From an optimization exercise on the open Yosys and OpenROAD flow, aimed at small area, a short achievable clock period and few clock cycles per item; shortcuts taken in it are not production practice. At most, simulation tests tie the RTL to the original design; equivalence was not proved. Only the layout flow was run in runs 1, 2 and 4; the RTL was not checked for function there. Power figures rest on the tool's default switching activity, not on a simulated workload.

`design/flow/flow/run.sh`:
```
#!/bin/bash
# The standard layout (the standard.sh: ORFS synthesis to final layout),
# with smaller port buffers and no clock-tree dummy loads.
set -euo pipefail
export BUFFER_PORTS_ARGS="-buffer_cell ${PORT_BUF:-sky130_fd_sc_hd__buf_1}"
export CTS_ARGS="-sink_clustering_enable -repair_clock_nets -dont_use_dummy_load -buf_list sky130_fd_sc_hd__clkbuf_8"
bash standard.sh > standard.log 2>&1
```
`design/flow/standard.sh`:
```
#!/bin/bash
# synth_recipe.tcl (not shown) runs the flow's synth.tcl, then flattens the netlist and writes it again
# the make line also repeats each setting of config.mk as NAME=value (left out here)
make -C /OpenROAD-flow-scripts/flow DESIGN_CONFIG=/design/flow/config.mk WORK_HOME=/design/flow/orfs CLKGATE_MAP_FILE= SYNTH_SCRIPT=/design/flow/synth_recipe.tcl "${@:-finish}"
```
`design/flow/config.mk`:
```
export PLATFORM = sky130hd
export DESIGN_NAME = assignment
export DESIGN_NICKNAME = assignment
export VERILOG_FILES = /design/flow/design.v
export SDC_FILE = /design/flow/constraint.sdc
export NUM_CORES = 4
export LEC_CHECK = 0
export CAP_MARGIN = 20
export CORE_MARGIN = 2
export CORE_UTILIZATION = 65
export SLEW_MARGIN = 20
export SYNTH_HIERARCHICAL = 1
export SYNTH_MINIMUM_KEEP_SIZE = 0
```
`design/flow/constraint.sdc`:
```
create_clock -name core_clock -period 12.5 [get_ports {clk}]
set_input_delay 2.5000 -clock core_clock [delete_from_list [all_inputs] [get_ports {clk}]]
set_output_delay 2.5000 -clock core_clock [all_outputs]
set_load 0.01 [all_outputs]
```
`design/flow/design.v`:
```
module fa_cell (
    input  logic a,
    input  logic b,
    input  logic ci,
    output logic s,
    output logic co
);
    assign s  = a ^ b ^ ci;
    assign co = (a & b) | (a & ci) | (b & ci);
endmodule
module assignment (
    input logic clk,
    input logic NRST,
    input logic start,
    input logic [10:0] A,
    input logic [10:0] B,
    output logic [20:0] result,
    output logic ready
);
    logic        busy;
    logic        accept;
    logic [10:0] a_value;
    logic [9:0]  b_mod;
    logic [9:0]  b_mod_next;
    logic [20:0] row0, row1;
    logic pp_0_0;
    logic pp_0_1;
    logic pp_0_2;
    logic pp_0_3;
    logic pp_0_4;
    logic pp_0_5;
    logic pp_0_6;
    logic pp_0_7;
    logic pp_0_8;
    logic pp_0_9;
    logic pp_1_0;
    logic pp_1_1;
    logic pp_1_2;
    logic pp_1_3;
    logic pp_1_4;
    logic pp_1_5;
    logic pp_1_6;
    logic pp_1_7;
    logic pp_1_8;
    logic pp_1_9;
    logic pp_2_0;
    logic pp_2_1;
    logic pp_2_2;
    logic pp_2_3;
    logic pp_2_4;
    logic pp_2_5;
    logic pp_2_6;
    logic pp_2_7;
    logic pp_2_8;
    logic pp_2_9;
    logic pp_3_0;
    logic pp_3_1;
    logic pp_3_2;
    logic pp_3_3;
    logic pp_3_4;
    logic pp_3_5;
    logic pp_3_6;
    logic pp_3_7;
    logic pp_3_8;
    logic pp_3_9;
    logic pp_4_0;
    logic pp_4_1;
    logic pp_4_2;
    logic pp_4_3;
    logic pp_4_4;
    logic pp_4_5;
    logic pp_4_6;
    logic pp_4_7;
    logic pp_4_8;
    logic pp_4_9;
    logic pp_5_0;
    logic pp_5_1;
    logic pp_5_2;
    logic pp_5_3;
    logic pp_5_4;
    logic pp_5_5;
    logic pp_5_6;
    logic pp_5_7;
    logic pp_5_8;
    logic pp_5_9;
    logic pp_6_0;
    logic pp_6_1;
    logic pp_6_2;
    logic pp_6_3;
    logic pp_6_4;
    logic pp_6_5;
    logic pp_6_6;
    logic pp_6_7;
    logic pp_6_8;
    logic pp_6_9;
    logic pp_7_0;
    logic pp_7_1;
    logic pp_7_2;
    logic pp_7_3;
    logic pp_7_4;
    logic pp_7_5;
    logic pp_7_6;
    logic pp_7_7;
    logic pp_7_8;
    logic pp_7_9;
    logic pp_8_0;
    logic pp_8_1;
    logic pp_8_2;
    logic pp_8_3;
    logic pp_8_4;
    logic pp_8_5;
    logic pp_8_6;
    logic pp_8_7;
    logic pp_8_8;
    logic pp_8_9;
    logic pp_9_0;
    logic pp_9_1;
    logic pp_9_2;
    logic pp_9_3;
    logic pp_9_4;
    logic pp_9_5;
    logic pp_9_6;
    logic pp_9_7;
    logic pp_9_8;
    logic pp_9_9;
    logic pp_10_0;
    logic pp_10_1;
    logic pp_10_2;
    logic pp_10_3;
    logic pp_10_4;
    logic pp_10_5;
    logic pp_10_6;
    logic pp_10_7;
    logic pp_10_8;
    logic pp_10_9;
    logic s1;
    logic c2;
    logic s3;
    logic c4;
    logic s5;
    logic c6;
    logic s7;
    logic c8;
    logic s9;
    logic c10;
    logic s11;
    logic c12;
    logic s13;
    logic c14;
    logic s15;
    logic c16;
    logic s17;
    logic c18;
    logic s19;
    logic c20;
    logic s21;
    logic c22;
    logic s23;
    logic c24;
    logic s25;
    logic c26;
    logic s27;
    logic c28;
    logic s29;
    logic c30;
    logic s31;
    logic c32;
    logic s33;
    logic c34;
    logic s35;
    logic c36;
    logic s37;
    logic c38;
    logic s39;
    logic c40;
    logic s41;
    logic c42;
    logic s43;
    logic c44;
    logic s45;
    logic c46;
    logic s47;
    logic c48;
    logic s49;
    logic c50;
    logic s51;
    logic c52;
    logic s53;
    logic c54;
    logic s55;
    logic c56;
    logic s57;
    logic c58;
    logic s59;
    logic c60;
    logic s61;
    logic c62;
    logic s63;
    logic c64;
    logic s65;
    logic c66;
    logic s67;
    logic c68;
    logic s69;
    logic c70;
    logic s71;
    logic c72;
    logic s73;
    logic c74;
    logic s75;
    logic c76;
    logic s77;
    logic c78;
    logic s79;
    logic c80;
    logic s81;
    logic c82;
    logic s83;
    logic c84;
    logic s85;
    logic c86;
    logic s87;
    logic c88;
    logic s89;
    logic c90;
    logic s91;
    logic c92;
    logic s93;
    logic c94;
    logic s95;
    logic c96;
    logic s97;
    logic c98;
    logic s99;
    logic c100;
    logic s101;
    logic c102;
    logic s103;
    logic c104;
    logic s105;
    logic c106;
    logic s107;
    logic c108;
    logic s109;
    logic c110;
    logic s111;
    logic c112;
    logic s113;
    logic c114;
    logic s115;
    logic c116;
    logic s117;
    logic c118;
    logic s119;
    logic c120;
    logic s121;
    logic c122;
    logic s123;
    logic c124;
    logic s125;
    logic c126;
    logic s127;
    logic c128;
    logic s129;
    logic c130;
    logic s131;
    logic c132;
    logic s133;
    logic c134;
    logic s135;
    logic c136;
    logic s137;
    logic c138;
    logic s139;
    logic c140;
    logic s141;
    logic c142;
    logic s143;
    logic c144;
    logic s145;
    logic c146;
    logic s147;
    logic c148;
    logic s149;
    logic c150;
    logic s151;
    logic c152;
    logic s153;
    logic c154;
    logic s155;
    logic c156;
    logic s157;
    logic c158;
    logic s159;
    logic c160;
    assign accept = start & ~busy;
    logic       b_ge_1000, b_ge_2000, b_q1, b_f;
    logic [6:0] h;
    assign h = B[9:3];
    assign b_ge_2000 = B[10] & B[9] & B[8] & B[7] & B[6] & (B[5] | B[4]);
    assign b_ge_1000 = B[10] | (B[9] & B[8] & B[7] & B[6] & B[5] & (B[4] | B[3]));
    assign b_q1 = b_ge_1000 & ~b_ge_2000;
    assign b_f = (b_ge_2000 & (h[1] | h[2])) | (b_q1 & (h[0] | h[1]) & h[2]);
    assign b_mod_next[2:0] = B[2:0];
    assign b_mod_next[3] = h[0] ^ b_q1;
    assign b_mod_next[4] = h[1] ^ (b_ge_2000 | (b_q1 & ~h[0]));
    assign b_mod_next[5] = h[2] ^ ((b_ge_2000 & ~h[1]) | (b_q1 & (h[0] | h[1])));
    assign b_mod_next[6] = h[3] ^ b_f;
    assign b_mod_next[7] = h[4] ^ (b_f & h[3]);
    assign b_mod_next[8] = h[5] ^ (b_f & h[3] & h[4]);
    assign b_mod_next[9] = h[6] ^ (b_f & h[3] & h[4] & h[5]);
    always_ff @(posedge clk) begin
        if (accept) begin
            a_value <= A;
            b_mod   <= b_mod_next;
        end
    end
    assign pp_0_0 = ~(a_value[0] & b_mod[0]);
    assign pp_0_1 = ~(a_value[0] & b_mod[1]);
    assign pp_0_2 = ~(a_value[0] & b_mod[2]);
    assign pp_0_3 = ~(a_value[0] & b_mod[3]);
    assign pp_0_4 = ~(a_value[0] & b_mod[4]);
    assign pp_0_5 = ~(a_value[0] & b_mod[5]);
    assign pp_0_6 = ~(a_value[0] & b_mod[6]);
    assign pp_0_7 = ~(a_value[0] & b_mod[7]);
    assign pp_0_8 = ~(a_value[0] & b_mod[8]);
    assign pp_0_9 = ~(a_value[0] & b_mod[9]);
    assign pp_1_0 = ~(a_value[1] & b_mod[0]);
    assign pp_1_1 = ~(a_value[1] & b_mod[1]);
    assign pp_1_2 = ~(a_value[1] & b_mod[2]);
    assign pp_1_3 = ~(a_value[1] & b_mod[3]);
    assign pp_1_4 = ~(a_value[1] & b_mod[4]);
    assign pp_1_5 = ~(a_value[1] & b_mod[5]);
    assign pp_1_6 = ~(a_value[1] & b_mod[6]);
    assign pp_1_7 = ~(a_value[1] & b_mod[7]);
    assign pp_1_8 = ~(a_value[1] & b_mod[8]);
    assign pp_1_9 = ~(a_value[1] & b_mod[9]);
    assign pp_2_0 = ~(a_value[2] & b_mod[0]);
    assign pp_2_1 = ~(a_value[2] & b_mod[1]);
    assign pp_2_2 = ~(a_value[2] & b_mod[2]);
    assign pp_2_3 = ~(a_value[2] & b_mod[3]);
    assign pp_2_4 = ~(a_value[2] & b_mod[4]);
    assign pp_2_5 = ~(a_value[2] & b_mod[5]);
    assign pp_2_6 = ~(a_value[2] & b_mod[6]);
    assign pp_2_7 = ~(a_value[2] & b_mod[7]);
    assign pp_2_8 = ~(a_value[2] & b_mod[8]);
    assign pp_2_9 = ~(a_value[2] & b_mod[9]);
    assign pp_3_0 = ~(a_value[3] & b_mod[0]);
    assign pp_3_1 = ~(a_value[3] & b_mod[1]);
    assign pp_3_2 = ~(a_value[3] & b_mod[2]);
    assign pp_3_3 = ~(a_value[3] & b_mod[3]);
    assign pp_3_4 = ~(a_value[3] & b_mod[4]);
    assign pp_3_5 = ~(a_value[3] & b_mod[5]);
    assign pp_3_6 = ~(a_value[3] & b_mod[6]);
    assign pp_3_7 = ~(a_value[3] & b_mod[7]);
    assign pp_3_8 = ~(a_value[3] & b_mod[8]);
    assign pp_3_9 = ~(a_value[3] & b_mod[9]);
    assign pp_4_0 = ~(a_value[4] & b_mod[0]);
    assign pp_4_1 = ~(a_value[4] & b_mod[1]);
    assign pp_4_2 = ~(a_value[4] & b_mod[2]);
    assign pp_4_3 = ~(a_value[4] & b_mod[3]);
    assign pp_4_4 = ~(a_value[4] & b_mod[4]);
    assign pp_4_5 = ~(a_value[4] & b_mod[5]);
    assign pp_4_6 = ~(a_value[4] & b_mod[6]);
    assign pp_4_7 = ~(a_value[4] & b_mod[7]);
    assign pp_4_8 = ~(a_value[4] & b_mod[8]);
    assign pp_4_9 = ~(a_value[4] & b_mod[9]);
    assign pp_5_0 = ~(a_value[5] & b_mod[0]);
    assign pp_5_1 = ~(a_value[5] & b_mod[1]);
    assign pp_5_2 = ~(a_value[5] & b_mod[2]);
    assign pp_5_3 = ~(a_value[5] & b_mod[3]);
    assign pp_5_4 = ~(a_value[5] & b_mod[4]);
    assign pp_5_5 = ~(a_value[5] & b_mod[5]);
    assign pp_5_6 = ~(a_value[5] & b_mod[6]);
    assign pp_5_7 = ~(a_value[5] & b_mod[7]);
    assign pp_5_8 = ~(a_value[5] & b_mod[8]);
    assign pp_5_9 = ~(a_value[5] & b_mod[9]);
    assign pp_6_0 = ~(a_value[6] & b_mod[0]);
    assign pp_6_1 = ~(a_value[6] & b_mod[1]);
    assign pp_6_2 = ~(a_value[6] & b_mod[2]);
    assign pp_6_3 = ~(a_value[6] & b_mod[3]);
    assign pp_6_4 = ~(a_value[6] & b_mod[4]);
    assign pp_6_5 = ~(a_value[6] & b_mod[5]);
    assign pp_6_6 = ~(a_value[6] & b_mod[6]);
    assign pp_6_7 = ~(a_value[6] & b_mod[7]);
    assign pp_6_8 = ~(a_value[6] & b_mod[8]);
    assign pp_6_9 = ~(a_value[6] & b_mod[9]);
    assign pp_7_0 = ~(a_value[7] & b_mod[0]);
    assign pp_7_1 = ~(a_value[7] & b_mod[1]);
    assign pp_7_2 = ~(a_value[7] & b_mod[2]);
    assign pp_7_3 = ~(a_value[7] & b_mod[3]);
    assign pp_7_4 = ~(a_value[7] & b_mod[4]);
    assign pp_7_5 = ~(a_value[7] & b_mod[5]);
    assign pp_7_6 = ~(a_value[7] & b_mod[6]);
    assign pp_7_7 = ~(a_value[7] & b_mod[7]);
    assign pp_7_8 = ~(a_value[7] & b_mod[8]);
    assign pp_7_9 = ~(a_value[7] & b_mod[9]);
    assign pp_8_0 = ~(a_value[8] & b_mod[0]);
    assign pp_8_1 = ~(a_value[8] & b_mod[1]);
    assign pp_8_2 = ~(a_value[8] & b_mod[2]);
    assign pp_8_3 = ~(a_value[8] & b_mod[3]);
    assign pp_8_4 = ~(a_value[8] & b_mod[4]);
    assign pp_8_5 = ~(a_value[8] & b_mod[5]);
    assign pp_8_6 = ~(a_value[8] & b_mod[6]);
    assign pp_8_7 = ~(a_value[8] & b_mod[7]);
    assign pp_8_8 = ~(a_value[8] & b_mod[8]);
    assign pp_8_9 = ~(a_value[8] & b_mod[9]);
    assign pp_9_0 = ~(a_value[9] & b_mod[0]);
    assign pp_9_1 = ~(a_value[9] & b_mod[1]);
    assign pp_9_2 = ~(a_value[9] & b_mod[2]);
    assign pp_9_3 = ~(a_value[9] & b_mod[3]);
    assign pp_9_4 = ~(a_value[9] & b_mod[4]);
    assign pp_9_5 = ~(a_value[9] & b_mod[5]);
    assign pp_9_6 = ~(a_value[9] & b_mod[6]);
    assign pp_9_7 = ~(a_value[9] & b_mod[7]);
    assign pp_9_8 = ~(a_value[9] & b_mod[8]);
    assign pp_9_9 = ~(a_value[9] & b_mod[9]);
    assign pp_10_0 = ~(a_value[10] & b_mod[0]);
    assign pp_10_1 = ~(a_value[10] & b_mod[1]);
    assign pp_10_2 = ~(a_value[10] & b_mod[2]);
    assign pp_10_3 = ~(a_value[10] & b_mod[3]);
    assign pp_10_4 = ~(a_value[10] & b_mod[4]);
    assign pp_10_5 = ~(a_value[10] & b_mod[5]);
    assign pp_10_6 = ~(a_value[10] & b_mod[6]);
    assign pp_10_7 = ~(a_value[10] & b_mod[7]);
    assign pp_10_8 = ~(a_value[10] & b_mod[8]);
    assign pp_10_9 = ~(a_value[10] & b_mod[9]);
    fa_cell u_fa1 (.a(pp_0_9), .b(pp_1_8), .ci(pp_2_7), .s(s1), .co(c2));
    fa_cell u_fa2 (.a(pp_10_0), .b(pp_1_9), .ci(pp_2_8), .s(s3), .co(c4));
    fa_cell u_fa3 (.a(pp_10_1), .b(pp_2_9), .ci(pp_3_8), .s(s5), .co(c6));
    fa_cell u_fa4 (.a(pp_0_6), .b(pp_1_5), .ci(pp_2_4), .s(s7), .co(c8));
    fa_cell u_fa5 (.a(pp_0_7), .b(pp_1_6), .ci(pp_2_5), .s(s9), .co(c10));
    fa_cell u_fa6 (.a(pp_3_4), .b(pp_4_3), .ci(pp_5_2), .s(s11), .co(c12));
    fa_cell u_fa7 (.a(pp_0_8), .b(pp_1_7), .ci(pp_2_6), .s(s13), .co(c14));
    fa_cell u_fa8 (.a(pp_3_5), .b(pp_4_4), .ci(pp_5_3), .s(s15), .co(c16));
    fa_cell u_fa9 (.a(pp_6_2), .b(pp_7_1), .ci(pp_8_0), .s(s17), .co(c18));
    fa_cell u_fa10 (.a(pp_3_6), .b(pp_4_5), .ci(pp_5_4), .s(s19), .co(c20));
    fa_cell u_fa11 (.a(pp_6_3), .b(pp_7_2), .ci(pp_8_1), .s(s21), .co(c22));
    fa_cell u_fa12 (.a(pp_9_0), .b(s1), .ci(c14), .s(s23), .co(c24));
    fa_cell u_fa13 (.a(pp_3_7), .b(pp_4_6), .ci(pp_5_5), .s(s25), .co(c26));
    fa_cell u_fa14 (.a(pp_6_4), .b(pp_7_3), .ci(pp_8_2), .s(s27), .co(c28));
    fa_cell u_fa15 (.a(pp_9_1), .b(c2), .ci(s3), .s(s29), .co(c30));
    fa_cell u_fa16 (.a(pp_4_7), .b(pp_5_6), .ci(pp_6_5), .s(s31), .co(c32));
    fa_cell u_fa17 (.a(pp_7_4), .b(pp_8_3), .ci(pp_9_2), .s(s33), .co(c34));
    fa_cell u_fa18 (.a(c4), .b(s5), .ci(c26), .s(s35), .co(c36));
    fa_cell u_fa19 (.a(pp_10_2), .b(pp_3_9), .ci(pp_4_8), .s(s37), .co(c38));
    fa_cell u_fa20 (.a(pp_5_7), .b(pp_6_6), .ci(pp_7_5), .s(s39), .co(c40));
    fa_cell u_fa21 (.a(pp_8_4), .b(pp_9_3), .ci(c6), .s(s41), .co(c42));
    fa_cell u_fa22 (.a(pp_10_3), .b(pp_4_9), .ci(pp_5_8), .s(s43), .co(c44));
    fa_cell u_fa23 (.a(pp_6_7), .b(pp_7_6), .ci(pp_8_5), .s(s45), .co(c46));
    fa_cell u_fa24 (.a(pp_10_4), .b(pp_5_9), .ci(pp_6_8), .s(s47), .co(c48));
    fa_cell u_fa25 (.a(pp_0_4), .b(pp_1_3), .ci(pp_2_2), .s(s49), .co(c50));
    fa_cell u_fa26 (.a(pp_0_5), .b(pp_1_4), .ci(pp_2_3), .s(s51), .co(c52));
    fa_cell u_fa27 (.a(pp_3_2), .b(pp_4_1), .ci(pp_5_0), .s(s53), .co(c54));
    fa_cell u_fa28 (.a(pp_3_3), .b(pp_4_2), .ci(pp_5_1), .s(s55), .co(c56));
    fa_cell u_fa29 (.a(pp_6_0), .b(s7), .ci(c52), .s(s57), .co(c58));
    fa_cell u_fa30 (.a(pp_6_1), .b(pp_7_0), .ci(c8), .s(s59), .co(c60));
    fa_cell u_fa31 (.a(s11), .b(s9), .ci(c56), .s(s61), .co(c62));
    fa_cell u_fa32 (.a(c10), .b(c12), .ci(s13), .s(s63), .co(c64));
    fa_cell u_fa33 (.a(s15), .b(s17), .ci(c60), .s(s65), .co(c66));
    fa_cell u_fa34 (.a(c16), .b(c18), .ci(s19), .s(s67), .co(c68));
    fa_cell u_fa35 (.a(s21), .b(s23), .ci(c64), .s(s69), .co(c70));
    fa_cell u_fa36 (.a(c20), .b(c22), .ci(s25), .s(s71), .co(c72));
    fa_cell u_fa37 (.a(s27), .b(c24), .ci(s29), .s(s73), .co(c74));
    fa_cell u_fa38 (.a(c28), .b(s31), .ci(s33), .s(s75), .co(c76));
    fa_cell u_fa39 (.a(c30), .b(s35), .ci(c72), .s(s77), .co(c78));
    fa_cell u_fa40 (.a(c32), .b(c34), .ci(s37), .s(s79), .co(c80));
    fa_cell u_fa41 (.a(s39), .b(c36), .ci(s41), .s(s81), .co(c82));
    fa_cell u_fa42 (.a(pp_9_4), .b(c38), .ci(c40), .s(s83), .co(c84));
    fa_cell u_fa43 (.a(s43), .b(s45), .ci(c42), .s(s85), .co(c86));
    fa_cell u_fa44 (.a(pp_7_7), .b(pp_8_6), .ci(pp_9_5), .s(s87), .co(c88));
    fa_cell u_fa45 (.a(c44), .b(c46), .ci(s47), .s(s89), .co(c90));
    fa_cell u_fa46 (.a(pp_10_5), .b(pp_6_9), .ci(pp_7_8), .s(s91), .co(c92));
    fa_cell u_fa47 (.a(pp_8_7), .b(pp_9_6), .ci(c48), .s(s93), .co(c94));
    fa_cell u_fa48 (.a(pp_10_6), .b(pp_7_9), .ci(pp_8_8), .s(s95), .co(c96));
    fa_cell u_fa49 (.a(pp_0_3), .b(pp_1_2), .ci(pp_2_1), .s(s97), .co(c98));
    fa_cell u_fa50 (.a(pp_3_1), .b(pp_4_0), .ci(s49), .s(s99), .co(c100));
    fa_cell u_fa51 (.a(c50), .b(s51), .ci(s53), .s(s101), .co(c102));
    fa_cell u_fa52 (.a(c54), .b(s55), .ci(s57), .s(s103), .co(c104));
    fa_cell u_fa53 (.a(c58), .b(s59), .ci(s61), .s(s105), .co(c106));
    fa_cell u_fa54 (.a(c62), .b(s63), .ci(s65), .s(s107), .co(c108));
    fa_cell u_fa55 (.a(s67), .b(c66), .ci(s69), .s(s109), .co(c110));
    fa_cell u_fa56 (.a(c68), .b(s71), .ci(c70), .s(s111), .co(c112));
    fa_cell u_fa57 (.a(s75), .b(c74), .ci(s77), .s(s113), .co(c114));
    fa_cell u_fa58 (.a(c76), .b(s79), .ci(s81), .s(s115), .co(c116));
    fa_cell u_fa59 (.a(c80), .b(s83), .ci(c82), .s(s117), .co(c118));
    fa_cell u_fa60 (.a(s87), .b(c84), .ci(s89), .s(s119), .co(c120));
    fa_cell u_fa61 (.a(c88), .b(s91), .ci(c90), .s(s121), .co(c122));
    fa_cell u_fa62 (.a(pp_9_7), .b(c92), .ci(s95), .s(s123), .co(c124));
    fa_cell u_fa63 (.a(pp_10_7), .b(pp_8_9), .ci(pp_9_8), .s(s125), .co(c126));
    fa_cell u_fa64 (.a(pp_0_2), .b(pp_1_1), .ci(pp_2_0), .s(s127), .co(c128));
    fa_cell u_fa65 (.a(pp_3_0), .b(s97), .ci(c128), .s(s129), .co(c130));
    fa_cell u_fa66 (.a(c98), .b(s99), .ci(c130), .s(s131), .co(c132));
    fa_cell u_fa67 (.a(c100), .b(s101), .ci(c132), .s(s133), .co(c134));
    fa_cell u_fa68 (.a(c102), .b(s103), .ci(c134), .s(s135), .co(c136));
    fa_cell u_ha1 (.a(c104), .b(s105), .ci(1'b1), .s(s137), .co(c138));
    fa_cell u_fa69 (.a(c106), .b(s107), .ci(c138), .s(s139), .co(c140));
    fa_cell u_ha2 (.a(c108), .b(s109), .ci(1'b1), .s(s141), .co(c142));
    fa_cell u_fa70 (.a(s73), .b(c110), .ci(s111), .s(s143), .co(c144));
    fa_cell u_ha3 (.a(c112), .b(s113), .ci(1'b1), .s(s145), .co(c146));
    fa_cell u_fa71 (.a(c78), .b(c114), .ci(s115), .s(s147), .co(c148));
    fa_cell u_fa72 (.a(s85), .b(s117), .ci(c116), .s(s149), .co(c150));
    fa_cell u_fa73 (.a(c86), .b(s119), .ci(c118), .s(s151), .co(c152));
    fa_cell u_fa74 (.a(s93), .b(s121), .ci(c120), .s(s153), .co(c154));
    fa_cell u_fa75 (.a(c94), .b(s123), .ci(c122), .s(s155), .co(c156));
    fa_cell u_fa76 (.a(c96), .b(s125), .ci(c124), .s(s157), .co(c158));
    fa_cell u_fa77 (.a(pp_10_8), .b(pp_9_9), .ci(c126), .s(s159), .co(c160));
    assign row0 = {1'b1, pp_10_9, s159, s157, s155, s153, c150, c148, c146, s145, c142, c140, s139, s137, s135, s133, s131, s129, s127, pp_0_1, pp_0_0};
    assign row1 = {1'b1, c160, c158, c156, c154, c152, s151, s149, s147, c144, s143, s141, 1'b1, c136, 1'b1, 1'b1, 1'b1, 1'b1, 1'b1, pp_1_0, 1'b1};
    logic [8:0] blk0;
    assign blk0 = {1'b0, ~row0[7:0]} + {1'b0, ~row1[7:0]};
    logic [5:0] blk1;
    assign blk1 = {1'b0, ~row0[12:8]} + {1'b0, ~row1[12:8]};
    logic [4:0] blk2;
    assign blk2 = {1'b0, ~row0[16:13]} + {1'b0, ~row1[16:13]};
    logic [4:0] blk3;
    assign blk3 = {1'b0, ~row0[20:17]} + {1'b0, ~row1[20:17]};
    logic [20:0] sum_q;
    logic [2:0] gen_q;
    logic [2:1] prop_q;
    always_ff @(posedge clk) begin
        sum_q[7:0] <= blk0[7:0];
        gen_q[0] <= blk0[8];
        sum_q[12:8] <= blk1[4:0];
        gen_q[1] <= blk1[5];
        prop_q[1] <= &(row0[12:8] ^ row1[12:8]);
        sum_q[16:13] <= blk2[3:0];
        gen_q[2] <= blk2[4];
        prop_q[2] <= &(row0[16:13] ^ row1[16:13]);
        sum_q[20:17] <= blk3[3:0];
    end
    logic [3:1] cin;
    assign cin[1] = gen_q[0];
    assign cin[2] = (gen_q[0] & prop_q[1]) | gen_q[1];
    assign cin[3] = (gen_q[0] & prop_q[1] & prop_q[2]) | (gen_q[1] & prop_q[2]) | gen_q[2];
    assign result[7:0] = sum_q[7:0];
    assign result[12:8] = sum_q[12:8] + 5'(cin[1]);
    assign result[16:13] = sum_q[16:13] + 4'(cin[2]);
    assign result[20:17] = sum_q[20:17] + 4'(cin[3]);
    always_ff @(posedge clk or negedge NRST) begin
        if (!NRST) begin
            busy  <= 1'b0;
            ready <= 1'b0;
        end else begin
            busy  <= accept;
            ready <= busy | (ready & ~start);
        end
    end
endmodule
```
==> results of run 1 <==
[modules after synthesis (local to each module, per instance)]
| module | cell area (sq um) | copies in the design | flip-flops and latches |
|---|---|---|---|
| fa_cell | 20.0 | 80 | 0 |
| assignment | 2740 | 1 | 49 |
[cell usage in the layout (no fill, tap or decap), drive strengths merged]
master / n
a31o: 1
xnor2: 13
a2111oi: 1
nor2: 6
fa: 83
dfrtp: 2
conb: 3
nor3: 1
nand2: 109
a21oi: 4
a311oi: 1
ha: 24
xor2: 5
a311o: 1
o21ai: 4
dfxtp: 26
nor2b: 3
o22ai: 1
a21o: 8
and2: 4
buf: 47
inv: 36
nand2b: 4
nand3: 7
nand4: 1
edfxtp: 21
mux2i: 1
o31ai: 1
clkbuf: 5
and4: 2
[power by group]
group	leakage [nW]	switching [W]	total, W	internal (W)
Clock	0.0359	0.0000492	0.0000854	0.0000362
Sequential	0.442	0.0000267	0.000243	0.000216
Combinational	1.38	0.000267	0.000502	0.000235
Total	1.86	0.000343	0.000830	0.000487
[sequential cells by signal, summed over array words and instances (netlist names)]
name,cells
a_value,11
prop_q,2
gen_q,3
b_mod,10
sum_q,21
busy,1
ready,1
[through the flow]
stage | utilization, % | std cells | hold WS (ns) | setup slack, ns | power, W
2_1_floorplan | - | 403 | 0.429 | 8.48 | 0.000652
3_3_place_gp | 69.8 | 497 | 0.438 | 8.42 | 0.000738
3_5_place_dp | 69.8 | 497 | 0.450 | 8.31 | 0.000759
4_1_cts | 70.9 | 502 | 0.475 | 8.26 | 0.000845
5_1_grt | 70.9 | 502 | 0.500 | 8.05 | 0.000934
6_report | 70.9 | 502 | 0.468 | 8.29 | 0.000830
[how the worst max path moves through the flow]
stage               slack [ns]         end
floorplan                 8.48    gen_q[1]
global placement          8.42    gen_q[1]
detailed placement        8.31    gen_q[1]
CTS                       8.26  result[19]
global route              8.05    gen_q[1]
finish                    8.29    gen_q[1]
[cells by family after synthesis]
kind of cell,Yosys count,synth area share (%)
other,1,0.0863
xor gates and xnor gates,18,3.63
AOI/OAI and AO/OA,22,3.63
DFF,49,27.6
adders and majority gates,107,45.1
and+or+nand+nor,137,13.2
buffers and inverters,66,6.48
muxes,1,0.230
[final cells by class]
type	instances	area, sq um
multi-input combinational	288	2870
fill	497	1870
sequential	49	1200
timing repair buffer	47	180
inverter	36	135
tap	77	96.3
clock buffer	5	68.8
[routing by layer]
metal	up-vias	wire length (microns)	part of all wire (%)
met2	78	3840	52
met4	0	92	1.2
li1	1275	-	-
met5	-	0	0
met3	9	401	5.4
met1	1401	3100	42
==> run summary, run 1 <==
CTS:
- The total clock buffers created by CTS is 5.
- In this run the number of H-tree levels came out at 2.
- The post-CTS setup repair buffer count is 0.
- Clock tree synthesis found a total of 49 sinks.
- The number of buffers on the longest clock path is 2.
- The number of cells upsized or downsized after cts is 0.
- The number of hold buffers added after CTS is 0.
- TritonCTS built the clock tree.
- The cell at the root of the clock tree is sky130_fd_sc_hd__clkbuf_8.
- The clock input transition at the sequential cells of the worst setup and hold paths is ~0.1 ns.
- The insertion delay of the later-clocked pin in the worst-skew pair is around 0.32 ns.

Hold path:
- The worst hold path terminates at ready.
- The worst hold path stage count is 1.
- The worst hold path class is register to register.
- The source of the worst hold timing path is busy.

Critical path:
- The worst setup path is of the register to register kind.
- The reg-to-reg critical path endpoint is gen_q[1].
- For this design, the slowest cell found on the critical path is sky130_fd_sc_hd__fa_1.
- STA puts the critical path data arrival time at ~4.5 ns.
- The critical path goes through nand2_1, fa_1, fa_1, fa_1, fa_1, fa_1, inv_1, ha_1, inv_1, fa_1, nor2b_1, o21ai_0, nand2b_1.
- The cell seen most often among critical-path stages is sky130_fd_sc_hd__fa_1.
- The cell family contributing the most delay on the critical path is adder cells.
- Counting buffers and inverters, the worst setup path is 13 cells deep.
- The endpoint class of the critical path is a register.
- The depth of the worst register-to-register path is 13.
- The sum of buffers and inverters on the critical path is 2.
- The setup slack on the worst flop-to-flop path is roughly 8.3 ns.
- The highest net fanout along the worst path is 11.
- The critical path launch point is b_mod[9].
- In this design, the stage delay of the slowest critical-path cell is around 0.58 ns.
- The worst setup path is launched from a register.
- The launch instance of the worst register-to-register path is b_mod[9].
- The required time reported for the critical path endpoint is about 13 ns.

Logic synthesis:
- The cell area after synthesis is about 4300 sq um.
- The number of warnings printed during yosys synthesis is 7.
- The most used flip-flop cell after synthesis is sky130_fd_sc_hd__dfxtp_1.
- The mean instance size in the synthesized netlist is roughly 11 sq um.
- The largest area contributor in the netlist is sky130_fd_sc_hd__fa_1.
- The proportion of synthesized chip area in sequential cells is 27.6%.
- After synthesis, the cell types taking the most area are sky130_fd_sc_hd__fa_1 (38%), sky130_fd_sc_hd__edfxtp_1 (15%), sky130_fd_sc_hd__dfxtp_1 (12%), sky130_fd_sc_hd__nand2_1 (9.3%), sky130_fd_sc_hd__ha_1 (6.9%).
- Sorting the synthesized cells by how often they occur yields sky130_fd_sc_hd__nand2_1 (108), sky130_fd_sc_hd__fa_1 (83), sky130_fd_sc_hd__inv_1 (36).
- Counting flops and latches in the post-synthesis netlist gives 49.
- The share of synthesized area in the top cell type comes to a little under two fifths.
- In the synthesized netlist, the number of instances is ~400.
- The count of flip-flops with a built-in enable after synthesis is 21.
- Yosys instantiated no cell more often than sky130_fd_sc_hd__nand2_1.
- For this run, asynchronously set or reset flops after synthesis account for between 4 and 5%.
- Synthesis instantiated 34 different standard cells from the library.

Timing:
- The period utilization is between 30 and 40%.
- Timing would allow up to 237 MHz.
- Setup repair after global routing left no endpoint under its margin.
- On the final layout, the worst clock skew is around 0.033 ns.
- The final max-slew violation count is 0.
- The post-route minimum period is between 4 and 5 ns.
- For the final routed database, the setup TNS stands at 0 ns.
- Setup violations remaining at the end of the flow were counted as 0.
- The final hold violation count was 0.

Global routing:
- The maximum number of pins on one net before global-route repair is 23.
- The met3 track demand over resource in global routing is 4.33%.
- Global routing consumed, on the met2 layer, around two fifths of the routing resources.
- The number of global-route vias before repair is 2,953.
- The all-layer global routing usage is between 20% and 30%.
- After global routing the overflow that remains totals 0.
- The initial antenna violation count is 0.
- The global routing met1 resource utilization is a little under a third.
- The global-route layer with the greatest usage is met2.
- The first global-routing pass estimated roughly 13,000 microns of wire.

Flow run:
- Across the run, the number of max-cap violations was 0.

Floorplan:
- For this configuration, the core starts out at a cell density of approximately two thirds.
- The number of top-level design ports is 47.
- The initialized floorplan defines 29 standard-cell rows.
- The die covers 7360 sq um.
- The vertical extent of the die is about 86 microns.
- The floorplan die width is between 80 and 90 microns.
- After floorplanning, the core was sized to cover 6420 sq um.

Placed design:
- The half-perimeter wire length after detailed placement is 5890 microns.
- Once placement finished, the instance area stood at around 4500 sq um.
- The number of port buffers is 46.
- Routability-driven placement finished with a final weighted congestion of 0.841.

Drt:
- The first-pass iteration count of the detailed router is 18.
- The detail route stage leaves a number of antenna-violating nets equal to 0.
- Across all layers, the routed design uses between 2,000 and 3,000 vias.
- Dividing the detail-routed wire length by the instance count gives ~15 microns.
- In the routed design, unresolved DRC markers number 0.
- The ratio of routed vias to standard cells is ~5.5.
- For this block, the initial DRC count from the detailed router was between 100 and 150.
- After detailed routing, the total wire length is roughly 7400 microns.

Finish:
- The net count of the finished layout is around 560.
- The repair_antennas step left the layout with diodes totalling 0.
- After routing the design area is approximately 4600 sq um.
- The area growth from synthesis to layout is 4.75%.
- In the final layout, the share of cells above drive strength 1 is between 2 and 3%.

Power:
- The reported leakage power is about 1.9 nW.
- In this run the power density over the cells is between 150 and 200 nW/um^2.
- The worst supply voltage drop on vdd is roughly 0.00013 V.

Outcome:
- The flow ran to the end and the layout has no timing, DRC or antenna violations.
==> run 2, diff against run 1 <==
--- a/design/flow/design.v
+++ b/design/flow/design.v
@@ -509,24 +509,24 @@
     assign row1 = {1'b1, c160, c158, c156, c154, c152, s151, s149, s147, c144, s143, s141, 1'b1, c136, 1'b1, 1'b1, 1'b1, 1'b1, 1'b1, pp_1_0, 1'b1};
-    logic [8:0] blk0;
-    assign blk0 = {1'b0, ~row0[7:0]} + {1'b0, ~row1[7:0]};
-    logic [5:0] blk1;
-    assign blk1 = {1'b0, ~row0[12:8]} + {1'b0, ~row1[12:8]};
+    logic [9:0] blk0;
+    assign blk0 = ~({1'b0, row0[8:0]} + {1'b0, row1[8:0]} + 10'd1);
+    logic [4:0] blk1;
+    assign blk1 = ~({1'b0, row0[12:9]} + {1'b0, row1[12:9]} + 5'd1);
     logic [4:0] blk2;
-    assign blk2 = {1'b0, ~row0[16:13]} + {1'b0, ~row1[16:13]};
+    assign blk2 = ~({1'b0, row0[16:13]} + {1'b0, row1[16:13]} + 5'd1);
     logic [4:0] blk3;
-    assign blk3 = {1'b0, ~row0[20:17]} + {1'b0, ~row1[20:17]};
+    assign blk3 = ~({1'b0, row0[20:17]} + {1'b0, row1[20:17]} + 5'd1);
     logic [20:0] sum_q;
     logic [2:0] gen_q;
-    logic [2:1] prop_q;
     always_ff @(posedge clk) begin
-        sum_q[7:0] <= blk0[7:0];
-        gen_q[0] <= blk0[8];
-        sum_q[12:8] <= blk1[4:0];
-        gen_q[1] <= blk1[5];
-        prop_q[1] <= &(row0[12:8] ^ row1[12:8]);
+        sum_q[8:0] <= blk0[8:0];
+        gen_q[0] <= blk0[9];
+        sum_q[12:9] <= blk1[3:0];
+        gen_q[1] <= blk1[4];
         sum_q[16:13] <= blk2[3:0];
         gen_q[2] <= blk2[4];
-        prop_q[2] <= &(row0[16:13] ^ row1[16:13]);
         sum_q[20:17] <= blk3[3:0];
     end
+    logic [2:1] prop_q;
+    assign prop_q[1] = &sum_q[12:9];
+    assign prop_q[2] = &sum_q[16:13];
     logic [3:1] cin;
@@ -535,4 +535,4 @@
     assign cin[3] = (gen_q[0] & prop_q[1] & prop_q[2]) | (gen_q[1] & prop_q[2]) | gen_q[2];
-    assign result[7:0] = sum_q[7:0];
-    assign result[12:8] = sum_q[12:8] + 5'(cin[1]);
+    assign result[8:0] = sum_q[8:0];
+    assign result[12:9] = sum_q[12:9] + 4'(cin[1]);
     assign result[16:13] = sum_q[16:13] + 4'(cin[2]);
==> run summary, run 2 <==
Outcome:
- Status: no timing/DRC/antenna violations (unchanged).

Logic synthesis:
- The cell area after synthesis is 4220 sq um (was 4350 sq um).
- The share of flip-flops with an asynchronous set or reset after synthesis is 4.26% (was 4.08%).
- The distinct cell type count after synthesis is 31 (was 34).
- The count of flip-flops with a built-in enable after synthesis is 21 (unchanged).
- Leading post-synthesis cells by instance count: sky130_fd_sc_hd__nand2_1 (113), sky130_fd_sc_hd__fa_1 (83), sky130_fd_sc_hd__dfxtp_1 (24), sky130_fd_sc_hd__ha_1 (24) (was sky130_fd_sc_hd__nand2_1 (108), sky130_fd_sc_hd__fa_1 (83), sky130_fd_sc_hd__inv_1 (36)).
- The number of warnings printed during yosys synthesis is 7 (unchanged).
- The flop and latch count out of synthesis was 47 (was 49).
- The prevailing post-synth register cell is sky130_fd_sc_hd__dfxtp_1 (unchanged).
- The top-area cell type share of the netlist area was 39.4% (was 38.2%).
- The most common cell in the netlist was sky130_fd_sc_hd__nand2_1 (unchanged).
- The mean instance size in the synthesized netlist is 11.0 sq um (was 10.8 sq um).
- The largest area contributor in the netlist is sky130_fd_sc_hd__fa_1 (unchanged).
- The proportion of synthesized chip area in sequential cells was 27.5% (was 27.6%).
- Top cells by area, synth: sky130_fd_sc_hd__fa_1 (39%), sky130_fd_sc_hd__edfxtp_1 (15%), sky130_fd_sc_hd__dfxtp_1 (11%), sky130_fd_sc_hd__nand2_1 (10%), sky130_fd_sc_hd__ha_1 (7.1%) (was sky130_fd_sc_hd__fa_1 (38%), sky130_fd_sc_hd__edfxtp_1 (15%), sky130_fd_sc_hd__dfxtp_1 (12%), sky130_fd_sc_hd__nand2_1 (9.3%), sky130_fd_sc_hd__ha_1 (6.9%)).
- The number of instances in the synthesized netlist is 382 (was 401).

Floorplan:
- The starting density of the core was 66.8% (was 67.7%).
- The number of rows in the core area came to 29 (unchanged).
- The vertical extent of the die came to 84.5 microns (was 85.8 microns).
- The number of top-level design ports is 47 (unchanged).
- The floorplan die width is 84.5 microns (was 85.8 microns).
- The placeable core area came to 6310 sq um (was 6420 sq um).
- The total die area is 7150 sq um (was 7360 sq um).

Timing:
- RSZ-0062 raised after global routing: false (unchanged).
- The period utilization is 35.1% (was 33.7%).
- The final hold violation count is 0 (unchanged).
- The worst clock skew was 0.0341 ns (was 0.0325 ns).
- The highest attainable clock frequency was 228 MHz (was 237 MHz).
- The total negative setup slack is 0 ns (unchanged).
- The total of endpoints with negative setup slack in the final report is 0 (unchanged).
- The final max-slew violation count was 0 (unchanged).
- The post-route minimum period came to 4.38 ns (was 4.21 ns).

CTS:
- The number of cells upsized or downsized after cts came to 0 (unchanged).
- The insertion delay of the later-clocked pin in the worst-skew pair is 0.31 ns (was 0.32 ns).
- The clock input transition at the sequential cells of the worst setup and hold paths is 0.10 ns (about the same).
- The number of levels in the clock H-tree is 2 (unchanged).
- The number of sinks driven by the clock tree is 47 (was 49).
- The post-CTS setup repair buffer count is 0 (unchanged).
- The number of buffers on the longest clock path came to 2 (unchanged).
- The clock tree from TritonCTS is built (unchanged).
- The number of hold buffers added after CTS is 0 (unchanged).
- The total clock buffers created by CTS came to 5 (unchanged).
- The cell at the root of the clock tree is sky130_fd_sc_hd__clkbuf_8 (unchanged).

Drt:
- The vias after detailed routing is 2,700 (was 2,763).
- The first-pass iteration count of the detailed router is 4 (was 18).
- The violation count after the first detailed-route iteration is 116 (was 132).
- The final routed wirelength across all metal layers is 7500 microns (was 7440 microns).
- The final antenna-violating net count is 0 (unchanged).
- The final routed wire length divided by cell count is 15.6 microns (was 14.8 microns).
- The ratio of routed vias to standard cells is 5.60 (was 5.50).
- The number of DRC violations after detailed routing is 0 (unchanged).

Finish:
- Registers with the most flip-flops: sum_q x21, a_value x11, b_mod x10 (unchanged).
- The register area is 1160 sq um (was 1200 sq um).
- The final design utilization is 70.0% (was 70.9%).
- The fraction of final layout cells sized beyond drive strength 1 came to 1.98% (was 2.82%).
- The register ranked first by flip-flop count was sum_q (unchanged).
- Commonest cells after routing, fill and taps aside: sky130_fd_sc_hd__nand2_1 (113), sky130_fd_sc_hd__fa_1 (83), sky130_fd_sc_hd__buf_1 (46) (was sky130_fd_sc_hd__nand2_1 (108), sky130_fd_sc_hd__fa_1 (83), sky130_fd_sc_hd__buf_1 (46)).
- The flip-flop count of the largest register after layout is 21 (unchanged).
- The total area of multi-input combinational cells was 2840 sq um (was 2870 sq um).
- The net count of the finished layout is 539 (was 559).
- The count of filler cells inserted in the layout is 507 (was 497).
- The number of diodes added for antenna fixing is 0 (unchanged).
- The most common cell after layout, fill and taps aside is sky130_fd_sc_hd__nand2_1 (unchanged).
- The layout-stage area growth over the synthesis result was 4.78% (was 4.75%).
- The post-layout instance count excluding filler cells came to 482 (was 502).

Flow run:
- The max-cap violation count is 0 (unchanged).

Critical path:
- The required time reported for the critical path endpoint is 10.00 ns (was 12.74 ns).
- The cell seen most often among critical-path stages is sky130_fd_sc_hd__ha_1 (was sky130_fd_sc_hd__fa_1).
- The largest stage delay on the critical path is 0.31 ns (was 0.58 ns).
- Critical Path, Cell by Cell: and2_1, a41o_1, a21o_1, ha_1, ha_1, xor2_1, buf_1 (was nand2_1, fa_1, fa_1, fa_1, fa_1, fa_1, inv_1, ha_1, inv_1, fa_1, nor2b_1, o21ai_0, nand2b_1).
- The worst path arrival time is 1.88 ns (was 4.45 ns).
- The cell type of the slowest stage on the worst timing path was sky130_fd_sc_hd__dfxtp_1 (was sky130_fd_sc_hd__fa_1).
- The startpoint class of the critical path is a register (unchanged).
- The start-to-end type of the worst setup path was register to output port (was register to register).
- The highest net fanout along the worst path is 2 (was 11).
- The setup slack on the worst flop-to-flop path was 8.27 ns (was 8.29 ns).
- The endpoint class of the critical path is an output port (was register).

Power:
- The reported leakage power is 1.70 nW (was 1.86 nW).
- The cell-internal power came to 0.000478 W (was 0.000487 W).
- The combinational fraction of design power is 60.0% (was 60.5%).
- The sequential share of power is 29.5% (was 29.2%).
- The clock power share is 10.5% (was 10.3%).
- The switching power share of the total was 40.9% (was 41.3%).
- The worst supply voltage drop on vdd is 0.000237 V (was 0.000130 V).
- The total power divided by cell area is 183 nW/um^2 (was 182 nW/um^2).
- The switching component of the power is 0.000331 W (was 0.000343 W).

Placed design:
- The placer's final routability congestion estimate came to 0.827 (was 0.841).
- The number of cells in the design after placement is 477 (was 497).
- The number of port buffers is 46 (unchanged).
- The half-perimeter wire length after detailed placement came to 5940 microns (was 5890 microns).

Global routing:
- The wire length of the first global-routing pass is 13,800 microns (was 13,300 microns).
- The number of global-route vias before repair is 3,018 (was 2,953).
- The maximum number of pins on one net before global-route repair is 23 (unchanged).
- The all-layer global routing usage is 24.9% (was 23.6%).
- The aggregate global routing overflow is 0 (unchanged).
- The initial antenna violation count came to 0 (unchanged).

Hold path:
- The worst hold path class was register to register (unchanged).
==> run 2: cell types whose count changed after synthesis, sizes merged, moves of 2 or more <==
cell,delta
a211oi,+2
nand2,+4
nand3,-2
inv,-16
xor2,+4
nand2b,-4
nor2b,-3
xnor2,-4
a21oi,+3
nor4,+2
dfxtp,-2
==> run 2: area by class of cell <==
class                      instances  area share (%)
multi-input combinational        286            64.2
sequential                        47            26.3
timing repair buffer              47            4.08
tap                               77            2.18
inverter                          20            1.70
clock buffer                       5            1.56
==> run 2: per-stage QoR <==
step                      worst slack, ns  total power, W  instance area (sq um)  hold slack (ns)
after floorplan                      8.41        0.000643                   4220            0.429
after global placement               8.39        0.000725                   4350            0.434
after detailed placement             8.30        0.000741                   4350            0.445
after CTS                            8.10        0.000828                   4420            0.469
after global routing                 8.01        0.000921                   4420            0.498
final                                8.12        0.000808                   4420            0.464
==> run 2: power by group through the flow <==
stage	Clock (W)	Combinational, W	Sequential [W]
global placement	0	0.000484	0.000241
global route	0.0000934	0.000584	0.000243
CTS	0.0000879	0.000501	0.000239
finish	0.0000846	0.000485	0.000239
floorplan	0	0.000417	0.000226
detailed placement	0	0.000498	0.000243
==> run 2: per-module statistics from Yosys (local to each module, per instance) <==
| module | cells inside | flops+latches |
|---|---|---|
| assignment | 302 | 47 |
| fa_cell | 1 | 0 |
==> run 2: worst max-delay path, delay by kind of cell, from the launching register on <==
kind	cells	cell delay, ns
AO/OA/AOI/OAI	2	0.46
XOR/XNOR	1	0.12
adder cells (fa/ha/maj)	2	0.38
buffers and inverters	1	0.16
flip-flops	1	0.31
AND/OR/NAND/NOR	1	0.16
==> run 2: cell families after synthesis <==
kind of cell | after synthesis | share of synthesized area (%)
adder cells (fa/ha/maj) | 107 | 46.5
flip-flops | 47 | 27.5
AO/OA/AOI/OAI | 24 | 3.74
XOR/XNOR | 18 | 3.74
other | 1 | 0.0890
AND/OR/NAND/NOR | 134 | 13.0
buffers and inverters | 51 | 5.37
==> run 2: layer usage <==
metal / global-route usage [%] / up-vias / share of wire [%]
met2: 44.5 / 95 / 53
li1: - / 1236 / -
met4: 7.94 / 0 / 1.7
met5: 0 / - / 0
met1: 30.7 / 1357 / 40
met3: 4.72 / 12 / 5.4
==> run 2: worst paths after layout <==
| path | start | to | depth (start not counted) |
|---|---|---|---|
| max in group asynchronous | NRST | busy | 1 |
| worst max register to register | b_mod[9] | gen_q[1] | 12 |
| min in group asynchronous | NRST | ready | 1 |
| worst max-delay path | sum_q[10] | result[19] | 7 |
| worst min register to register | busy | ready | 1 |
| worst min-delay path | busy | ready | 1 |
==> run 3, diff against run 2 <==
--- a/design/flow/design.v
+++ b/design/flow/design.v
@@ -519,2 +519,3 @@
     logic [2:0] gen_q;
+    logic [2:1] prop_q;
     always_ff @(posedge clk) begin
@@ -524,9 +525,8 @@
         gen_q[1] <= blk1[4];
+        prop_q[1] <= &(row0[12:9] ^ row1[12:9]);
         sum_q[16:13] <= blk2[3:0];
         gen_q[2] <= blk2[4];
+        prop_q[2] <= &(row0[16:13] ^ row1[16:13]);
         sum_q[20:17] <= blk3[3:0];
     end
-    logic [2:1] prop_q;
-    assign prop_q[1] = &sum_q[12:9];
-    assign prop_q[2] = &sum_q[16:13];
     logic [3:1] cin;
==> run summary, run 3 <==
Logic synthesis:
- The prevailing post-synth register cell was sky130_fd_sc_hd__dfxtp_1 (unchanged).
- The number of instances in the synthesized netlist is 385 (was 382).
- The post-synthesis mux area share is 0% (unchanged).
- The adder-cell share of the synthesized area was 46.0% (was 46.5%).
- The mean instance size in the synthesized netlist is 11.1 sq um (was 11.0 sq um).
- The flop and latch count out of synthesis came to 49 (was 47).
- The synthesized-area fraction occupied by ao, oa, aoi and oai cells was 3.58% (was 3.74%).
- Top cells by area, synth: sky130_fd_sc_hd__fa_1 (39%), sky130_fd_sc_hd__edfxtp_1 (15%), sky130_fd_sc_hd__dfxtp_1 (12%), sky130_fd_sc_hd__nand2_1 (9.8%), sky130_fd_sc_hd__ha_1 (7.0%) (was sky130_fd_sc_hd__fa_1 (39%), sky130_fd_sc_hd__edfxtp_1 (15%), sky130_fd_sc_hd__dfxtp_1 (11%), sky130_fd_sc_hd__nand2_1 (10%), sky130_fd_sc_hd__ha_1 (7.1%)).
- The area fraction in and, or, nand and nor cells after synthesis is 13.0% (about the same).
- The count of flip-flops with a built-in enable after synthesis came to 21 (unchanged).
- The most common cell in the netlist is sky130_fd_sc_hd__nand2_1 (unchanged).
- The share of flip-flops with an asynchronous set or reset after synthesis is 4.08% (was 4.26%).
- Leading post-synthesis cells by instance count: sky130_fd_sc_hd__nand2_1 (111), sky130_fd_sc_hd__fa_1 (83), sky130_fd_sc_hd__dfxtp_1 (26) (was sky130_fd_sc_hd__nand2_1 (113), sky130_fd_sc_hd__fa_1 (83), sky130_fd_sc_hd__dfxtp_1 (24), sky130_fd_sc_hd__ha_1 (24)).
- The largest area contributor in the netlist is sky130_fd_sc_hd__fa_1 (unchanged).
- The post-synthesis xor/xnor area fraction is 3.70% (was 3.74%).
- The top-area cell type share of the netlist area is 39.0% (was 39.4%).
- The distinct cell type count after synthesis is 30 (was 31).
- The cell area after synthesis came to 4260 sq um (was 4220 sq um).
- The combinational family with the most area after synthesis is adder cells (unchanged).
- The proportion of synthesized chip area in sequential cells came to 28.2% (was 27.5%).
- The number of warnings printed during yosys synthesis came to 7 (unchanged).

Hold path:
- The source of the worst hold timing path is busy (unchanged).
- The worst hold path stage count was 1 (unchanged).
- The worst hold path class is register to register (unchanged).
- The end point of the worst hold path was ready (unchanged).

Critical path:
- The worst path arrival time came to 1.73 ns (was 1.88 ns).
- The endpoint class of the critical path is an output port (unchanged).
- The launch instance of the worst register-to-register path was b_mod[9] (unchanged).
- The sum of buffers and inverters on the critical path was 1 (unchanged).
- The depth of the worst register-to-register path is 12 (unchanged).
- The cell type of the slowest stage on the worst timing path is sky130_fd_sc_hd__dfxtp_1 (unchanged).
- The highest net fanout along the worst path is 2 (unchanged).
- The largest stage delay on the critical path is 0.34 ns (was 0.31 ns).
- The start-to-end type of the worst setup path is register to output port (unchanged).
- The startpoint class of the critical path is a register (unchanged).
- The required time reported for the critical path endpoint was 10.00 ns (about the same).
- Critical Path, Cell by Cell: a21o_1, a21o_1, ha_1, ha_1, xor2_1, buf_1 (was and2_1, a41o_1, a21o_1, ha_1, ha_1, xor2_1, buf_1).
- The setup slack on the worst flop-to-flop path is 8.28 ns (was 8.27 ns).
- The reg-to-reg critical path endpoint is gen_q[1] (unchanged).
- The cell family contributing the most delay on the critical path is compound AO/OA/AOI/OAI gates (unchanged).

Floorplan:
- The vertical extent of the die is 85.0 microns (was 84.5 microns).
- The number of rows in the core area is 29 (unchanged).
- The floorplan die width is 85.0 microns (was 84.5 microns).
- The placeable core area was 6350 sq um (was 6310 sq um).
- The number of top-level design ports is 47 (unchanged).
- The total die area is 7220 sq um (was 7150 sq um).
- The starting density of the core came to 67.1% (was 66.8%).

Flow run:
- The max-cap violation count is 0 (unchanged).

Power:
- The total power divided by cell area is 188 nW/um^2 (was 183 nW/um^2).
- The reported leakage power is 1.72 nW (was 1.70 nW).
- The worst supply voltage drop on vdd is 0.000232 V (was 0.000237 V).

Timing:
- RSZ-0062 raised after global routing: false (unchanged).
- The final hold violation count is 0 (unchanged).
- The final max-slew violation count is 0 (unchanged).
- The total negative setup slack is 0 ns (unchanged).
- The post-route minimum period is 4.23 ns (was 4.38 ns).
- The highest attainable clock frequency came to 236 MHz (was 228 MHz).
- The period utilization is 33.9% (was 35.1%).
- The final worst hold slack is 0.481 ns (was 0.464 ns).
- The total of endpoints with negative setup slack in the final report is 0 (unchanged).
- The worst clock skew was 0.0322 ns (was 0.0341 ns).

Finish:
- The register area came to 1200 sq um (was 1160 sq um).
- The final design utilization is 70.2% (was 70.0%).
- The number of diodes added for antenna fixing is 0 (unchanged).
- The register ranked first by flip-flop count is sum_q (unchanged).
- The fraction of final layout cells sized beyond drive strength 1 came to 1.97% (was 1.98%).
- The count of filler cells inserted in the layout is 489 (was 507).
- Registers with the most flip-flops: sum_q x21, a_value x11, b_mod x10 (unchanged).
- The net count of the finished layout is 541 (was 539).
- Commonest cells after routing, fill and taps aside: sky130_fd_sc_hd__nand2_1 (111), sky130_fd_sc_hd__fa_1 (83), sky130_fd_sc_hd__buf_1 (46) (was sky130_fd_sc_hd__nand2_1 (113), sky130_fd_sc_hd__fa_1 (83), sky130_fd_sc_hd__buf_1 (46)).
- The total area of multi-input combinational cells is 2840 sq um (about the same).
- The most common cell after layout, fill and taps aside is sky130_fd_sc_hd__nand2_1 (unchanged).
- The flip-flop count of the largest register after layout is 21 (unchanged).
- The layout-stage area growth over the synthesis result was 4.64% (was 4.78%).

Drt:
- The detailed-routing wirelength on met1 is 2870 microns (was 3000 microns).
- The first-pass iteration count of the detailed router came to 4 (unchanged).
- The final routed wirelength across all metal layers is 7360 microns (was 7500 microns).
- The sum of met2 wire segment lengths after detailed routing was 3890 microns (was 3970 microns).
- The vias after detailed routing is 2,701 (was 2,700).
- The met3 wirelength from detailed routing is 483 microns (was 404 microns).
- The number of DRC violations after detailed routing is 0 (unchanged).
- The top layer used by detailed routing is met4 (unchanged).
- The ratio of routed vias to standard cells is 5.58 (was 5.60).
- The final antenna-violating net count is 0 (unchanged).
- The final routed wire length divided by cell count was 15.2 microns (was 15.6 microns).
- The violation count after the first detailed-route iteration is 145 (was 116).

Placed design:
- The number of port buffers came to 46 (unchanged).
- The placer's final routability congestion estimate is 0.858 (was 0.827).
- The half-perimeter wire length after detailed placement is 5850 microns (was 5940 microns).

CTS:
- The number of buffers on the longest clock path came to 2 (unchanged).
- The clock tree from TritonCTS is built (unchanged).
- The number of cells upsized or downsized after cts came to 0 (unchanged).
- The post-CTS setup repair buffer count came to 0 (unchanged).
- The insertion delay of the later-clocked pin in the worst-skew pair is 0.31 ns (about the same).
- The clock input transition at the sequential cells of the worst setup and hold paths is 0.10 ns (about the same).
- The number of sinks driven by the clock tree was 49 (was 47).
- The total clock buffers created by CTS was 5 (unchanged).
- The number of levels in the clock H-tree was 2 (unchanged).
- The number of hold buffers added after CTS is 0 (unchanged).
- The cell at the root of the clock tree is sky130_fd_sc_hd__clkbuf_8 (unchanged).

Global routing:
- The initial antenna violation count is 0 (unchanged).
- The aggregate global routing overflow is 0 (unchanged).
- The all-layer global routing usage is 23.5% (was 24.9%).
- The wire length of the first global-routing pass is 13,200 microns (was 13,800 microns).
- The number of global-route vias before repair came to 2,849 (was 3,018).
- The maximum number of pins on one net before global-route repair is 23 (unchanged).

Outcome:
- Status: no timing/DRC/antenna violations (unchanged).
run 3: Yosys stat by module (local to each module, per instance):
module	area, sq um	flops+latches
assignment	2660	49
fa_cell	20.0	0
run 3: worst reg2reg max path, cell delays in order (launching register included):
cell and delay, ns:
sky130_fd_sc_hd__edfxtp_1 0.58, sky130_fd_sc_hd__nand2_1 0.14, sky130_fd_sc_hd__fa_1 0.58, sky130_fd_sc_hd__fa_1 0.44, sky130_fd_sc_hd__fa_1 0.55, sky130_fd_sc_hd__fa_1 0.44, sky130_fd_sc_hd__fa_1 0.51, sky130_fd_sc_hd__inv_1 0.04
sky130_fd_sc_hd__ha_1 0.19, sky130_fd_sc_hd__fa_1 0.40, sky130_fd_sc_hd__inv_1 0.07, sky130_fd_sc_hd__a21o_1 0.10, sky130_fd_sc_hd__a21oi_1 0.05
run 3: layout make-up:
cell class,instances,share of cell area [%]
sequential,49,26.9
multi-input combinational,286,63.6
tap,77,2.16
inverter,20,1.68
timing repair buffer,47,4.04
clock buffer,5,1.54
run 3: stage by stage:
step | instance area (sq um) | power, W | worst slack, ns | cells
global route | 4460 | 0.000948 | 8.09 | 484
global placement | 4390 | 0.000752 | 8.39 | 479
floorplan | 4270 | 0.000661 | 8.40 | 387
CTS | 4460 | 0.000856 | 8.23 | 484
detailed placement | 4390 | 0.000768 | 8.34 | 479
finish | 4460 | 0.000840 | 8.27 | 484
run 3: where the power goes:
part / internal (W) / switching, W / total (W)
Clock: 0.0000362 / 0.0000481 / 0.0000843
Sequential: 0.000218 / 0.0000263 / 0.000244
Combinational: 0.000241 / 0.000270 / 0.000512
Total: 0.000495 / 0.000345 / 0.000840
run 3: kinds of logic after synthesis:
| family | count (synthesis) |
|---|---|
| xor gates and xnor gates | 18 |
| adders and majority gates | 107 |
| DFF | 49 |
| AOI/OAI and AO/OA | 24 |
| other | 1 |
| buffers and inverters | 52 |
| and+or+nand+nor | 134 |
run 3: worst max path at each step:
stage / endpoint / start / cells past startpoint
final: result[19] / gen_q[0] / 6
after global routing: gen_q[1] / b_mod[9] / 12
after CTS: result[19] / gen_q[0] / 6
after detailed placement: gen_q[1] / b_mod[9] / 12
after global placement: gen_q[1] / a_value[0] / 12
after floorplan: gen_q[1] / b_mod[9] / 13
run 3: metal layers:
layer	vias to the layer above	global-route usage, %
met4	0	6.93
met5	-	0
met3	10	3.99
li1	1239	-
met1	1346	30.5
met2	106	41.1
Testbench counts of run 3, summed over its fixed seeds: cycles 3,200, items 1,600.
==> run 4, diff against run 3 <==
--- a/design/flow/design.v
+++ b/design/flow/design.v
@@ -296,17 +296,8 @@
     assign accept = start & ~busy;
-    logic       b_ge_1000, b_ge_2000, b_q1, b_f;
-    logic [6:0] h;
-    assign h = B[9:3];
-    assign b_ge_2000 = B[10] & B[9] & B[8] & B[7] & B[6] & (B[5] | B[4]);
-    assign b_ge_1000 = B[10] | (B[9] & B[8] & B[7] & B[6] & B[5] & (B[4] | B[3]));
-    assign b_q1 = b_ge_1000 & ~b_ge_2000;
-    assign b_f = (b_ge_2000 & (h[1] | h[2])) | (b_q1 & (h[0] | h[1]) & h[2]);
-    assign b_mod_next[2:0] = B[2:0];
-    assign b_mod_next[3] = h[0] ^ b_q1;
-    assign b_mod_next[4] = h[1] ^ (b_ge_2000 | (b_q1 & ~h[0]));
-    assign b_mod_next[5] = h[2] ^ ((b_ge_2000 & ~h[1]) | (b_q1 & (h[0] | h[1])));
-    assign b_mod_next[6] = h[3] ^ b_f;
-    assign b_mod_next[7] = h[4] ^ (b_f & h[3]);
-    assign b_mod_next[8] = h[5] ^ (b_f & h[3] & h[4]);
-    assign b_mod_next[9] = h[6] ^ (b_f & h[3] & h[4] & h[5]);
+    logic       b_ge_1000, b_ge_2000;
+    logic [6:0] b_add;
+    assign b_ge_1000 = B >= 11'd1000;
+    assign b_ge_2000 = B >= 11'd2000;
+    assign b_add = b_ge_2000 ? 7'd6 : (b_ge_1000 ? 7'd3 : 7'd0);
+    assign b_mod_next = {7'(B[9:3] + b_add), B[2:0]};
     always_ff @(posedge clk) begin
==> run summary, run 4 <==
Drt:
- The ratio of routed vias to standard cells is 5.53 (was 5.58).
- The final routed wire length divided by cell count is 15.2 microns (about the same).
- The violation count after the first detailed-route iteration came to 163 (was 145).
- The first-pass iteration count of the detailed router is 4 (unchanged).
- The final antenna-violating net count is 0 (unchanged).

Timing:
- RSZ-0062 raised after global routing: false (unchanged).
- The final hold violation count is 0 (unchanged).
- The worst clock skew is 0.0224 ns (was 0.0322 ns).

Critical path:
- The start-to-end type of the worst setup path is register to register (was register to output port).
- The endpoint class of the critical path is a register (was output port).
- The required time reported for the critical path endpoint is 12.69 ns (was 10.00 ns).
- The highest net fanout along the worst path is 11 (was 2).
- The worst path arrival time is 4.43 ns (was 1.73 ns).
- The startpoint class of the critical path is a register (unchanged).
- The cell type of the slowest stage on the worst timing path is sky130_fd_sc_hd__edfxtp_1 (was sky130_fd_sc_hd__dfxtp_1).
- The setup slack on the worst flop-to-flop path is 8.25 ns (was 8.28 ns).
- The reg-to-reg critical path endpoint was gen_q[1] (unchanged).

Global routing:
- The met2 track demand over resource in global routing is 43.3% (was 41.1%).
- The initial antenna violation count is 0 (unchanged).
- The met3 track demand over resource in global routing came to 3.60% (was 3.99%).
- The wire length of the first global-routing pass is 13,000 microns (was 13,200 microns).
- The all-layer global routing usage is 23.5% (about the same).

CTS:
- The number of levels in the clock H-tree is 2 (unchanged).
- The cell at the root of the clock tree is sky130_fd_sc_hd__clkbuf_8 (unchanged).
- The number of buffers on the longest clock path is 2 (unchanged).
- The number of cells upsized or downsized after cts is 0 (unchanged).
- The number of hold buffers added after CTS is 0 (unchanged).
- The clock input transition at the sequential cells of the worst setup and hold paths came to 0.10 ns (about the same).

Logic synthesis:
- The share of flip-flops with an asynchronous set or reset after synthesis is 4.08% (unchanged).
- The top-area cell type share of the netlist area is 39.3% (was 39.0%).
- The mean instance size in the synthesized netlist was 11.3 sq um (was 11.1 sq um).
- The proportion of synthesized chip area in sequential cells came to 28.1% (was 28.2%).
- The prevailing post-synth register cell is sky130_fd_sc_hd__dfxtp_1 (unchanged).

Finish:
- The fraction of final layout cells sized beyond drive strength 1 came to 2.72% (was 1.97%).
- The flip-flop count of the largest register after layout was 21 (unchanged).
- Registers with the most flip-flops: sum_q x21, a_value x11, b_mod x10 (unchanged).
- The most common cell after layout, fill and taps aside is sky130_fd_sc_hd__nand2_1 (unchanged).
- The net count of the finished layout was 538 (was 541).
- The count of filler cells inserted in the layout is 485 (was 489).
- The number of diodes added for antenna fixing is 0 (unchanged).
- Commonest cells after routing, fill and taps aside: sky130_fd_sc_hd__nand2_1 (110), sky130_fd_sc_hd__fa_1 (84), sky130_fd_sc_hd__buf_1 (46) (was sky130_fd_sc_hd__nand2_1 (111), sky130_fd_sc_hd__fa_1 (83), sky130_fd_sc_hd__buf_1 (46)).

Power:
- The reported leakage power is 1.72 nW (about the same).
- The final total power is 0.000864 W (was 0.000840 W).

Floorplan:
- The total die area came to 7250 sq um (was 7220 sq um).
- The placeable core area is 6350 sq um (unchanged).
- The number of rows in the core area is 29 (unchanged).
- The floorplan die width is 85.1 microns (was 85.0 microns).

Flow run:
- The max-cap violation count is 0 (unchanged).

Outcome:
- Status: no timing/DRC/antenna violations (unchanged).
-- run 4: worst max-delay path: cells and delay by family (launching register included) --
family,cells,cell delay [ns]
adder cells (fa/ha/maj),7,3.12
buffers and inverters,2,0.11
AND/OR/NAND/NOR,1,0.14
AO/OA/AOI/OAI,2,0.16
flip-flops,1,0.59
-- run 4: how the worst max path moves through the flow --
stage / cells past startpoint / start / end / slack, ns
floorplan: 13 / b_mod[9] / gen_q[1] / 8.40
global placement: 9 / B[6] / b_mod[9] / 8.15
detailed placement: 9 / B[6] / b_mod[9] / 8.04
CTS: 12 / b_mod[9] / gen_q[1] / 8.25
global route: 12 / b_mod[9] / gen_q[1] / 8.05
finish: 12 / b_mod[9] / gen_q[1] / 8.25
-- run 4: routing by layer --
| layer | vias to the layer above | share of wire [%] |
|---|---|---|
| met5 | - | 0 |
| met4 | 0 | 2.2 |
| met3 | 14 | 4.3 |
| met2 | 79 | 55 |
| met1 | 1340 | 39 |
| li1 | 1226 | - |
-- run 4: logic make-up after synthesis --
kind of cell	share of synthesized area, %
fa+ha+maj	46.0
compound gates	3.66
other cells	0.0877
flops	28.1
buf+inv	5.00
xor+xnor	4.30
simple gates	12.8
-- run 4: report_power, final --
| part | leakage [nW] | internal, W | switching [W] |
|---|---|---|---|
| logic | 1.24 | 0.000254 | 0.000280 |
| clock network | 0.0359 | 0.0000362 | 0.0000487 |
| registers | 0.442 | 0.000219 | 0.0000263 |
| total | 1.72 | 0.000509 | 0.000355 |
-- run 4: modules after synthesis (local to each module, per instance) --
module      times used  cells  cell area (sq um)
assignment           1    300               2680
fa_cell             80      1               20.0
-- run 4: final cells by class --
cell class	instances	area (sq um)	share of cell area (%)
clock buffers	5	68.8	1.53
flip-flops and latches	49	1200	26.8
multi-input cells	285	2870	64.0
repair buffers	47	180	4.02
inverters	18	67.6	1.51
well taps	77	96.3	2.15
-- run 4: metrics by stage --
step                      hold WS (ns)  cells  utilization [%]  area [sq um]  setup slack [ns]
after global placement           0.437    476             69.5          4420              8.15
after floorplan                  0.429    382                -          4290              8.40
final                            0.467    481             70.6          4480              8.25
after detailed placement         0.450    476             69.5          4420              8.04
after CTS                        0.473    481             70.6          4480              8.25
after global routing             0.487    481             70.6          4480              8.05

-- what the ideal ports hide --
The flow's constraints put no driver on any port. The routed layouts listed below were extracted and timed again, unchanged, in two steps. Step 1 assumes that a clkbuf_16 drives the clock port and a buf_2 every other input. Step 2 also shifts input and output timing later by t, the mid clock arrival at the registers, as if the neighbouring blocks saw the same clock. Three values: ideal, step 1, step 2; two values: the first two.
| run | t (ns) | setup WS [ns] | worst register clock-pin slew, ns | worst data-port slew with drivers (ns) |
|---|---|---|---|---|
| run 1 | 0.330 | 8.288 / 8.268 / 8.288 | 0.10 / 0.10 | 0.03 |
| run 2 | 0.328 | 8.118 / 8.087 / 8.265 | 0.10 / 0.10 | 0.04 |
| run 3 | 0.327 | 8.266 / 8.235 / 8.279 | 0.10 / 0.10 | 0.04 |
| run 4 | 0.334 | 8.254 / 8.245 / 8.067 | 0.10 / 0.10 | 0.04 |
After both steps setup and hold are still met in every run listed. For run 4, which loses most, drivers alone change the setup slack by -0.009 ns; drivers and shift together by -0.187 ns.
